What follows belongs to an exercise in optimizing a design on an open flow for small area; a production flow would make more cautious choices.
In this exercise RTL edits were held to simulation tests only and were not proved equivalent to the original.

==> 06-25 <==
==> flow/design.v (excerpt) <==
module CC(
    clk,
    rst_n,
    in_valid,
    mode,
    xi,
    yi,
    out_valid,
    xo,
    yo
);
make LEC_CHECK=0 CAP_MARGIN=20 CORE_MARGIN=2 CORE_UTILIZATION=50 CTS_BUF_LIST='sky130_fd_sc_hd__clkbuf_4 sky130_fd_sc_hd__clkbuf_8' SLEW_MARGIN=20 SYNTH_HIERARCHICAL=1 SYNTH_MINIMUM_KEEP_SIZE=0 finish   # period 100.0 ns
run.sh (not shown) runs the stock make flow with config.mk's settings and CLKGATE_MAP_FILE= SYNTH_SCRIPT=/design/flow/synth_recipe.tcl, a recipe that flattens the netlist after the stock synthesis.
==> 08-28: changes against 06-25 <==
Settings changed: CORE_UTILIZATION 50 to 65.
==> 07-04: changes against 06-25 <==
Settings changed: CORE_UTILIZATION 50 to 65, GPL_TIMING_DRIVEN set to 0.
==> qor summary <==
item	06-25	07-04	08-28
Post-route clock skew	17.9 ps	16.1 ps	23.9 ps
Layout clock area frac	1.14%	1.06%	1.29%
Detail Route met2 WL	24.8 mm	24.3 mm	22.6 mm
Iteration-0 DRC count of the detailed router	2158	2333	2489
Final non-filler cell area	17600 µm²	17700 µm²	17500 µm²
Maximum clock frequency	0.0225 GHz	0.0219 GHz	0.0225 GHz
Die area	34400 µm²	26600 µm²	26600 µm²
Ant diodes	1	2	0
Share of cells above drive strength 1	7.16%	6.17%	7.04%
Status	timing/DRC/antenna clean	timing/DRC/antenna clean	timing/DRC/antenna clean
Total routed wire length on the met1 layer	23.4 mm	21.0 mm	20.6 mm
Worst endpoint data arrival time	44740 ps	45950 ps	44750 ps
Combined area of the multi-input logic cells	12900 µm²	13000 µm²	12900 µm²
Number of fillers in the final layout	2895	1890	1936
Row Count	66	58	58

========
==> inputs of job 5390 <==
Another version of the RTL of CC (not shown whole).
==> flow/config.mk <==
export PLATFORM = sky130hd
export DESIGN_NAME = CC
export DESIGN_NICKNAME = CC
export VERILOG_FILES = /design/flow/design.v
export SDC_FILE = /design/flow/constraint.sdc
export NUM_CORES = 8
export LEC_CHECK = 0
export CAP_MARGIN = 20
export CORE_MARGIN = 2
export CORE_UTILIZATION = 50
export CTS_BUF_LIST = sky130_fd_sc_hd__clkbuf_16
export SLEW_MARGIN = 20
export SYNTH_HIERARCHICAL = 1
export SYNTH_MINIMUM_KEEP_SIZE = 0
==> flow/constraint.sdc <==
create_clock -name core_clock -period 100.0 [get_ports {clk}]
set_input_delay 20.0000 -clock core_clock [delete_from_list [all_inputs] [get_ports {clk}]]
set_output_delay 20.0000 -clock core_clock [all_outputs]
set_load 0.01 [all_outputs]
standard.sh (not shown) runs the stock make flow with config.mk's settings and CLKGATE_MAP_FILE= SYNTH_SCRIPT=/design/flow/synth_recipe.tcl, a recipe that flattens the netlist after the stock synthesis.
==> flow/flow/run.sh <==
#!/bin/bash
# Own layout flow: the standard synthesis and layout, with port buffers of the smallest buffer.
set -euo pipefail
bash standard.sh synth > synth.log 2>&1
bash standard.sh "BUFFER_PORTS_ARGS=-buffer_cell sky130_fd_sc_hd__buf_1" finish > finish.log 2>&1
==> job 7469: changes against job 5390 <==
--- a/flow/config.mk
+++ b/flow/config.mk
@@ -9,4 +9,4 @@
 export CORE_MARGIN = 2
-export CORE_UTILIZATION = 50
-export CTS_BUF_LIST = sky130_fd_sc_hd__clkbuf_16
+export CORE_UTILIZATION = 72
+export CTS_BUF_LIST = sky130_fd_sc_hd__clkbuf_8
 export SLEW_MARGIN = 20
==> key figures <==
Cells and area
  – Clock buf/inv share: 1.69%
  – Fillers: 2882

Place
  – Pre-CTS setup slack: 55.18 ns
  – RePlAce Congestion: 0.951

Outcome
  – Status: timing/DRC/antenna clean

Timing
  – Fmax achieved: 22.4 MHz
  – Setup Skew: 0.0163 ns

CTS
  – Clock latency on the worst-skew pair: 0.37 ns

Floorplanning
  – Die Footprint: 33900 um^2
  – Core ar.: 31700 um^2
-- figures above: job 5390

==> key figures <==
Outcome
  – Status: timing/DRC/antenna clean

Cells and area
  – Multi-input gate area: 12800 um^2
  – Clock buf/inv share: 1.10%
  – Sequential share of cell area: 16.5%
  – Fillers: 1551

Floorplanning
  – Die Footprint: 23700 um^2

Place
  – RePlAce Congestion: 0.974
  – Pre-CTS setup slack: 55.15 ns

CTS
  – Clock latency on the worst-skew pair: 0.41 ns
-- figures above: job 7469

## port drivers added, routing unchanged
The flow's constraints put no driver on any port. The routed layouts listed below were extracted and timed again, unchanged, in two steps.
Step 1 assumes that a clkbuf_16 drives the clock port and a buf_2 every other input.
Step 2, shift: input delay + t, output delay - t, t = (earliest + latest rising clock arrival at the registers) / 2. This alone moves slack from input paths to output paths.
a / b / c = ideal / step 1 / step 2; a / b = the first two.
run | t (ns) | setup slack, ns | worst data-port slew with drivers (ns)
06-25 | 0.453 | 55.532 / 55.541 / 55.088 | 0.06
08-28 | 0.437 | 55.580 / 55.597 / 55.160 | 0.04
07-04 | 0.439 | 54.371 / 54.389 / 53.950 | 0.03
job 5390 | 0.413 | 55.447 / 55.466 / 55.053 | 0.04
job 7469 | 0.437 | 55.296 / 55.311 / 54.874 | 0.04
After both steps setup and hold are still met in every run listed. For 06-25, which loses most, drivers alone change the setup slack by +0.009 ns; drivers and shift together by -0.444 ns.
